Source: an optimization exercise on an open RTL-to-GDS flow (aim: small area). Production flows keep margins and buffers that such runs may drop. The RTL was checked by simulation tests, not by an equivalence proof against the original design.

==> inputs of exp/quartz <==
==> flow/design.v <==
`timescale 1ns/1ps
package alu_pkg;
    typedef enum logic [3:0] {
        ALU_ADD = 4'b0000,
        ALU_SUB = 4'b0001,
        ALU_AND = 4'b0010,  
        ALU_ORR = 4'b0011,  
        ALU_EOR = 4'b0100,  
        ALU_LSL = 4'b0101,  
        ALU_LSR = 4'b0110,  
        ALU_ASR = 4'b0111   
    } alu_op_t;
    typedef struct packed {
        logic n;   
        logic z;   
        logic c;   
        logic v;   
    } alu_flags_t;
endpackage
`timescale 1ns/1ps
module lf_xor2 (input logic a, b, output logic y);
    assign y = a ^ b;
endmodule
module lf_res (input logic t, en_t, g, en_g, p, en_p, sn, output logic y);
    assign y = (t & en_t) | (g & en_g) | (p & en_p) | ~sn;
endmodule
module alu_add32
(
    input  logic [31:0] a,
    input  logic [31:0] b,
    input  logic        cin,
    output logic [31:0] p,
    output logic [31:0] g,
    output logic [32:0] c
);
    assign p = a ^ b;
    assign g = a & b;
    logic [31:0] G [0:5];
    logic [31:0] P [0:5];
    logic [31:0] GG, PP;
    always_comb begin
        G[0] = g;
        P[0] = p;
        G[0][0] = g[0] | (p[0] & cin);
        for (int l = 1; l <= 5; l++) begin
            G[l] = G[l-1];
            P[l] = P[l-1];
            for (int i = 0; i < 32; i++) begin
                if (((i + 1) % (1 << l)) == 0) begin
                    G[l][i] = G[l-1][i] | (P[l-1][i] & G[l-1][i - (1 << (l-1))]);
                    P[l][i] = P[l-1][i] & P[l-1][i - (1 << (l-1))];
                end
            end
        end
        GG = G[5];
        PP = P[5];
        for (int l = 4; l >= 1; l--) begin
            for (int i = 0; i < 32; i++) begin
                if (((i + 1) % (1 << l)) == (1 << (l-1)) && i >= (1 << l)) begin
                    GG[i] = GG[i] | (PP[i] & GG[i - (1 << (l-1))]);
                    PP[i] = PP[i] & PP[i - (1 << (l-1))];
                end
            end
        end
        for (int i = 2; i < 32; i += 2) begin
            GG[i] = GG[i] | (PP[i] & GG[i-1]);
        end
    end
    assign c[0] = cin;
    assign c[32:1] = GG;
endmodule
module lf_sh (input logic n, xn, r, xr, l, xl, output logic y);
    assign y = ~((n & xn) | (r & xr) | (l & xl));
endmodule
module alu_shift
(
    input  logic [31:0] x,
    input  logic        fill,
    input  logic [4:0]  n,
    input  logic [4:0]  r,
    input  logic [4:0]  l_,
    output logic [33:0] yn         
);
    logic [33:0] col [0:5];
    assign col[0] = {1'b0, x, 1'b0};    
    genvar i, s;
    generate
        for (s = 0; s < 5; s++) begin : g_st
            localparam int D = 1 << s;
            localparam bit INV = (s % 2) == 1;    
            logic fs;
            assign fs = INV ? ~fill : fill;
            for (i = -1; i <= 32; i++) begin : g_col
                if (s == 0 && i == -1) begin : g_m1
                    lf_nand2 m (.a(r[0]), .b(x[0]), .y(col[1][0]));
                end else if (s == 0 && i == 32) begin : g_p32
                    lf_nand2 m (.a(l_[0]), .b(x[31]), .y(col[1][33]));
                end else if (i == -1) begin : g_m1s
                    lf_sh m (.n(n[s]), .xn(col[s][0]), .r(r[s]), .xr(col[s][D]),
                             .l(l_[s]), .xl(n[s]), .y(col[s+1][0]));
                end else if (i == 32) begin : g_p32s
                    lf_sh m (.n(n[s]), .xn(col[s][33]), .r(l_[s]), .xr(col[s][33 - D]),
                             .l(r[s]), .xl(l_[s]), .y(col[s+1][33]));
                end else begin : g_mid
                    logic xr_, xl_, ll;
                    if (i + D <= 31) begin : g_r
                        assign xr_ = col[s][i + D + 1];
                    end else begin : g_rf
                        assign xr_ = fs;
                    end
                    if (i - D >= 0) begin : g_l
                        assign xl_ = col[s][i - D + 1];
                    end else if (INV) begin : g_l1
                        assign xl_ = l_[s];
                    end else begin : g_l0
                        assign xl_ = n[s];
                    end
                    lf_sh m (.n(n[s]), .xn(col[s][i + 1]), .r(r[s]), .xr(xr_),
                             .l(l_[s]), .xl(xl_), .y(col[s+1][i + 1]));
                end
            end
        end
    endgenerate
    assign yn = col[5];
endmodule
module alu_zero32 (input logic [31:0] x, output logic z);
    assign z = ~|x;
endmodule
module Alu
(
    input  logic [3:0]          alu_opcode,
    input  logic [31:0]         data_in1,
    input  logic [31:0]         data_in2,
    output logic [31:0]         data_out,
    output alu_pkg::alu_flags_t flags_out
);
    logic op_sub, op_and, op_orr, op_eor, op_lsl, op_lsr, op_asr, arith, rsh, shift, en_g, en_p;
    assign arith  = (alu_opcode[3:1] == 3'b000);
    assign op_sub = (alu_opcode == 4'd1);
    assign op_and = (alu_opcode == 4'd2);
    assign op_orr = (alu_opcode == 4'd3);
    assign op_eor = (alu_opcode == 4'd4);
    assign op_lsl = (alu_opcode == 4'd5);
    assign op_lsr = (alu_opcode == 4'd6);
    assign op_asr = (alu_opcode == 4'd7);
    assign rsh    = op_lsr | op_asr;
    assign shift  = op_lsl | rsh;
    assign en_g   = op_and | op_orr;
    assign en_p   = op_orr | op_eor;
    genvar i;
    logic [31:0] bx, p, g, t;
    logic [32:0] c;
    generate
        for (i = 0; i < 32; i++) begin : g_bx
            lf_xor2 u_x (.a(data_in2[i]), .b(op_sub), .y(bx[i]));
        end
    endgenerate
    alu_add32 u_add (.a(data_in1), .b(bx), .cin(op_sub), .p(p), .g(g), .c(c));
    logic [4:0]  sh, sn_n, sn_r, sn_l;
    logic [33:0] shn;
    assign sh   = data_in2[4:0];
    assign sn_r = {5{rsh}} & sh;
    assign sn_l = {5{op_lsl}} & sh;
    assign sn_n = {shift, 4'b1111} & ~sh;
    alu_shift u_sh (.x(data_in1), .fill(op_asr & data_in1[31]), .n(sn_n), .r(sn_r), .l_(sn_l), .yn(shn));
    generate
        for (i = 0; i < 32; i++) begin : g_res
            lf_xor2 u_t (.a(p[i]), .b(c[i]), .y(t[i]));
            lf_res  u_r (.t(t[i]), .en_t(arith), .g(g[i]), .en_g(en_g), .p(p[i]), .en_p(en_p),
                         .sn(shn[i + 1]), .y(data_out[i]));
        end
    endgenerate
    logic z;
    alu_zero32 u_z (.x(data_out), .z(z));
    assign flags_out.n = data_out[31];
    assign flags_out.z = z;
    assign flags_out.c = (arith & c[32]) | (shift & (sh != 5'd0) & ~(op_lsl ? shn[33] : shn[0]));
    assign flags_out.v = arith & (c[32] ^ c[31]);
endmodule
`timescale 1ns/1ps
module lf_ao22 (input logic a1, a2, b1, b2, output logic y);
    assign y = (a1 & a2) | (b1 & b2);
endmodule
module lf_aoi222 (input logic a1, a2, b1, b2, c1, c2, output logic y);
    assign y = ~((a1 & a2) | (b1 & b2) | (c1 & c2));
endmodule
module lf_nand2 (input logic a, b, output logic y);
    assign y = ~(a & b);
endmodule
module lf_and3 (input logic a, b, c, output logic y);
    assign y = a & b & c;
endmodule
module lf_nand4 (input logic a, b, c, d, output logic y);
    assign y = ~(a & b & c & d);
endmodule
module lf_rd_tail (input logic a, b, c, d1, d2, e1, e2, output logic y);
    assign y = ~(a & b & c & ~((d1 & d2) | (e1 & e2)));
endmodule
module rf_rd16
(
    input  logic [15:0] s,
    input  logic [15:0] d,
    output logic        y
);
    logic t0, t1, t2, t3, t4, t5, u;
    lf_aoi222 m0 (.a1(s[0]),  .a2(d[0]),  .b1(s[1]),  .b2(d[1]),  .c1(s[2]),  .c2(d[2]),  .y(t0));
    lf_aoi222 m1 (.a1(s[3]),  .a2(d[3]),  .b1(s[4]),  .b2(d[4]),  .c1(s[5]),  .c2(d[5]),  .y(t1));
    lf_aoi222 m2 (.a1(s[6]),  .a2(d[6]),  .b1(s[7]),  .b2(d[7]),  .c1(s[8]),  .c2(d[8]),  .y(t2));
    lf_aoi222 m3 (.a1(s[9]),  .a2(d[9]),  .b1(s[10]), .b2(d[10]), .c1(s[11]), .c2(d[11]), .y(t3));
    lf_aoi222 m4 (.a1(s[12]), .a2(d[12]), .b1(s[13]), .b2(d[13]), .c1(s[14]), .c2(d[14]), .y(t4));
    lf_nand2  m5 (.a(s[15]), .b(d[15]), .y(t5));
    lf_and3   m6 (.a(t0), .b(t1), .c(t2), .y(u));
    lf_nand4  m7 (.a(u), .b(t3), .c(t4), .d(t5), .y(y));
endmodule
module rf_rd17
(
    input  logic [15:0] s,
    input  logic [15:0] d,
    input  logic        si,
    input  logic        imm,
    output logic        y
);
    logic t0, t1, t2, t3, t4, u;
    lf_aoi222  m0 (.a1(s[0]),  .a2(d[0]),  .b1(s[1]),  .b2(d[1]),  .c1(s[2]),  .c2(d[2]),  .y(t0));
    lf_aoi222  m1 (.a1(s[3]),  .a2(d[3]),  .b1(s[4]),  .b2(d[4]),  .c1(s[5]),  .c2(d[5]),  .y(t1));
    lf_aoi222  m2 (.a1(s[6]),  .a2(d[6]),  .b1(s[7]),  .b2(d[7]),  .c1(s[8]),  .c2(d[8]),  .y(t2));
    lf_aoi222  m3 (.a1(s[9]),  .a2(d[9]),  .b1(s[10]), .b2(d[10]), .c1(s[11]), .c2(d[11]), .y(t3));
    lf_aoi222  m4 (.a1(s[12]), .a2(d[12]), .b1(s[13]), .b2(d[13]), .c1(s[14]), .c2(d[14]), .y(t4));
    lf_and3    m6 (.a(t0), .b(t1), .c(t2), .y(u));
    lf_rd_tail m7 (.a(u), .b(t3), .c(t4), .d1(s[15]), .d2(d[15]), .e1(si), .e2(imm), .y(y));
endmodule
`timescale 1ns/1ps
module xPSR
(
    input  logic [3:0]  nzcv,
    input  logic [1:0]  read_addr,
    output logic [3:0]  read_nzcv
);
    assign read_nzcv = nzcv & {4{read_addr == 2'd0}};
endmodule
`timescale 1ns/1ps
module exec_core
(
    input  logic        clk,
    input  logic        rst_n,
    input  logic [3:0]  rs1,
    input  logic [3:0]  rs2,
    input  logic [3:0]  rd,
    input  logic [3:0]  alu_op,
    input  logic        use_imm,
    input  logic [31:0] imm,
    input  logic        reg_we,
    input  logic        flags_we,
    input  logic [1:0]  psr_addr,
    output logic [31:0] result,
    output logic [31:0] psr_rdata
);
    logic [15:0][31:0] regs;        
    logic [15:0][31:0] regs_d;
    logic [15:0]       sel1, sel2, we, keep;
    logic [31:0]       rdata1, op2, alu_out;
    logic [3:0]        apsr_nzcv, apsr_d;
    alu_pkg::alu_flags_t alu_flags;
    genvar i, j;
    generate
        for (i = 0; i < 16; i++) begin : g_dec
            assign sel1[i] = (rs1 == i);
            assign sel2[i] = !use_imm && (rs2 == i);
            assign we[i]   = reg_we && (rd == i);
            if (i < 12) begin : g_rst
                assign keep[i] = !we[i] && rst_n;
            end else begin : g_norst
                assign keep[i] = !we[i];
            end
        end
        for (i = 0; i < 16; i++) begin : g_wr
            for (j = 0; j < 32; j++) begin : g_bit
                lf_ao22 u_w (.a1(we[i]), .a2(alu_out[j]), .b1(keep[i]), .b2(regs[i][j]), .y(regs_d[i][j]));
            end
        end
        for (j = 0; j < 32; j++) begin : g_rd
            logic [15:0] col;
            for (i = 0; i < 16; i++) begin : g_col
                assign col[i] = regs[i][j];
            end
            rf_rd16 u_r1 (.s(sel1), .d(col), .y(rdata1[j]));
            rf_rd17 u_r2 (.s(sel2), .d(col), .si(use_imm), .imm(imm[j]), .y(op2[j]));
        end
        for (i = 0; i < 4; i++) begin : g_psr
            lf_ao22 u_f (.a1(flags_we), .a2(alu_flags[i]), .b1(!flags_we), .b2(apsr_nzcv[i]), .y(apsr_d[i]));
        end
    endgenerate
    always_ff @(posedge clk) begin : reg_write
        regs      <= regs_d;
        apsr_nzcv <= apsr_d;
    end
    Alu u_alu (
        .alu_opcode (alu_op),
        .data_in1   (rdata1),
        .data_in2   (op2),
        .data_out   (alu_out),
        .flags_out  (alu_flags)
    );
    xPSR u_psr (
        .nzcv      (apsr_nzcv),
        .read_addr (psr_addr),
        .read_nzcv (psr_rdata[31:28])
    );
    assign psr_rdata[27:0] = 28'b0;
    always_ff @(posedge clk) begin : result_reg
        if (!rst_n) result <= 32'b0;
        else        result <= alu_out;
    end
endmodule
==> flow/run.sh <==
#!/bin/bash
# synth_recipe.tcl (not shown) runs the flow's synth.tcl, then flattens the netlist and writes it again
# the make line also repeats each setting of config.mk as NAME=value (left out here)
make -C /OpenROAD-flow-scripts/flow DESIGN_CONFIG=/design/flow/config.mk WORK_HOME=/design/flow/orfs CLKGATE_MAP_FILE= SYNTH_SCRIPT=/design/flow/synth_recipe.tcl finish
==> flow/config.mk <==
export PLATFORM = sky130hd
export DESIGN_NAME = exec_core
export DESIGN_NICKNAME = exec_core
export VERILOG_FILES = /design/flow/design.v
export SDC_FILE = /design/flow/constraint.sdc
export NUM_CORES = 4
export LEC_CHECK = 0
export CAP_MARGIN = 0
export CORE_MARGIN = 2
export CORE_UTILIZATION = 40
export CTS_BUF_LIST = sky130_fd_sc_hd__clkbuf_16
export CTS_CLUSTER_DIAMETER = 100
export CTS_CLUSTER_SIZE = 30
export PLACE_DENSITY = 0.6
export SLEW_MARGIN = 0
export SYNTH_HIERARCHICAL = 1
export SYNTH_MINIMUM_KEEP_SIZE = 0
==> flow/constraint.sdc <==
create_clock -name core_clock -period 7.0 [get_ports {clk}]
set_input_delay 1.4000 -clock core_clock [delete_from_list [all_inputs] [get_ports {clk}]]
set_output_delay 1.4000 -clock core_clock [all_outputs]
set_load 0.01 [all_outputs]
==> exp/xenon: changes against exp/quartz <==
--- a/flow/design.v
+++ b/flow/design.v
@@ -187,6 +187,12 @@
 module lf_nand2 (input logic a, b, output logic y);
     assign y = ~(a & b);
 endmodule
+module lf_nor2 (input logic a, b, output logic y);
+    assign y = ~(a | b);
+endmodule
+module lf_inv (input logic a, output logic y);
+    assign y = ~a;
+endmodule
 module lf_and3 (input logic a, b, c, output logic y);
     assign y = a & b & c;
 endmodule
@@ -258,19 +264,30 @@
     logic [15:0][31:0] regs;        
     logic [15:0][31:0] regs_d;
     logic [15:0]       sel1, sel2, we, keep;
+    logic [3:0]        lo1_n, hi1_n, lo2_n, hi2_n, low_n, hiw_n;
+    logic              rst;
     logic [31:0]       rdata1, op2, alu_out;
     logic [3:0]        apsr_nzcv, apsr_d;
     alu_pkg::alu_flags_t alu_flags;
+    assign rst = !rst_n;
     genvar i, j;
     generate
+        for (i = 0; i < 4; i++) begin : g_pre
+            assign lo1_n[i] = (rs1[1:0] != i);
+            assign hi1_n[i] = (rs1[3:2] != i);
+            assign lo2_n[i] = (rs2[1:0] != i);
+            assign hi2_n[i] = use_imm || (rs2[3:2] != i);
+            assign low_n[i] = (rd[1:0] != i);
+            assign hiw_n[i] = !reg_we || (rd[3:2] != i);
+        end
         for (i = 0; i < 16; i++) begin : g_dec
-            assign sel1[i] = (rs1 == i);
-            assign sel2[i] = !use_imm && (rs2 == i);
-            assign we[i]   = reg_we && (rd == i);
+            lf_nor2 u_s1 (.a(lo1_n[i % 4]), .b(hi1_n[i / 4]), .y(sel1[i]));
+            lf_nor2 u_s2 (.a(lo2_n[i % 4]), .b(hi2_n[i / 4]), .y(sel2[i]));
+            lf_nor2 u_we (.a(low_n[i % 4]), .b(hiw_n[i / 4]), .y(we[i]));
             if (i < 12) begin : g_rst
-                assign keep[i] = !we[i] && rst_n;
+                lf_nor2 u_k (.a(we[i]), .b(rst), .y(keep[i]));
             end else begin : g_norst
-                assign keep[i] = !we[i];
+                lf_inv  u_k (.a(we[i]), .y(keep[i]));
             end
         end
         for (i = 0; i < 16; i++) begin : g_wr
==> flow/flow/run.sh (new file) <==
#!/bin/bash
# Layout flow: the standard ORFS flow (standard.sh) with these changes:
#  - the input and output ports are buffered with sky130_fd_sc_hd__buf_1
#    instead of the default port buffer cell;
#  - the synthesised netlist is not resized before placement (its
#    synthesis buffers are removed instead, REMOVE_ABC_BUFFERS);
#  - after global routing, repair_timing -recover_power downsizes cells on
#    paths that have slack to spare, and setup timing is then repaired to a
#    0.1 ns margin (flow/grt_hook.tcl).
# standard.sh's full output goes to standard.log in the work folder; ORFS's
# per-step logs stay under orfs/logs/.
set -euo pipefail
export BUFFER_PORTS_ARGS="-buffer_cell sky130_fd_sc_hd__buf_1"
export RECOVER_POWER=100
export REMOVE_ABC_BUFFERS=1
export PRE_GLOBAL_ROUTE_TCL="$PWD/flow/grt_hook.tcl"
bash standard.sh > standard.log 2>&1
==> flow/flow/grt_hook.tcl (new file) <==
proc ::recover_power_helper { } {
  puts "Power recovery, then setup repair to a 0.1 ns margin"
  report_tns
  report_wns
  log_cmd repair_timing -verbose -recover_power 100
  report_tns
  report_wns
  log_cmd repair_timing -verbose -setup -setup_margin 0.1
  report_tns
  report_wns
}
==> flow/standard.sh (new file) <==
#!/bin/bash
# synth_recipe.tcl (not shown) runs the flow's synth.tcl, then flattens the netlist and writes it again
# the make line also repeats each setting of config.mk as NAME=value (left out here)
make -C /OpenROAD-flow-scripts/flow DESIGN_CONFIG=/design/flow/config.mk WORK_HOME=/design/flow/orfs CLKGATE_MAP_FILE= SYNTH_SCRIPT=/design/flow/synth_recipe.tcl "${@:-finish}"
Settings changed: GPL_TIMING_DRIVEN from default to 0.
removed: flow/run.sh
==> comparison <==
exp/xenon stopped in global routing (5_1_grt) (DPL-0033). exp/quartz completed with no timing, DRC or antenna violations. In exp/quartz the synthesized area is higher than in exp/xenon, by 0.48%. Between exp/quartz and exp/xenon, the lower synthesized cell count is in exp/xenon (gap 0.27%, measured against exp/xenon).

-- afterwards: timing with drivers on the ports --
How much do the figures lean on ideal ports? The routed layout below was timed once more, with nothing changed but the port constraints. Step 1: set_driving_cell puts a clkbuf_16 on clk and a buf_2 on each other input, an assumption about the parent block. Step 2 also shifts input and output timing later by t, the mid clock arrival at the registers, as if the neighbouring blocks saw the same clock. a / b / c = ideal ports / drivers / drivers and shift; a / b = the first two.
run: exp/quartz
t (ns): 0.665
setup slack, ns: 0.254 / 0.298 / -0.367
clock arrival spread, ns: 0.022 / 0.022
worst register clock-pin slew, ns: 0.12 / 0.12
With both steps, setup timing fails in exp/quartz, where it was met with ideal ports. The setup slack of exp/quartz moves by +0.044 ns with the drivers and by -0.621 ns with both steps.
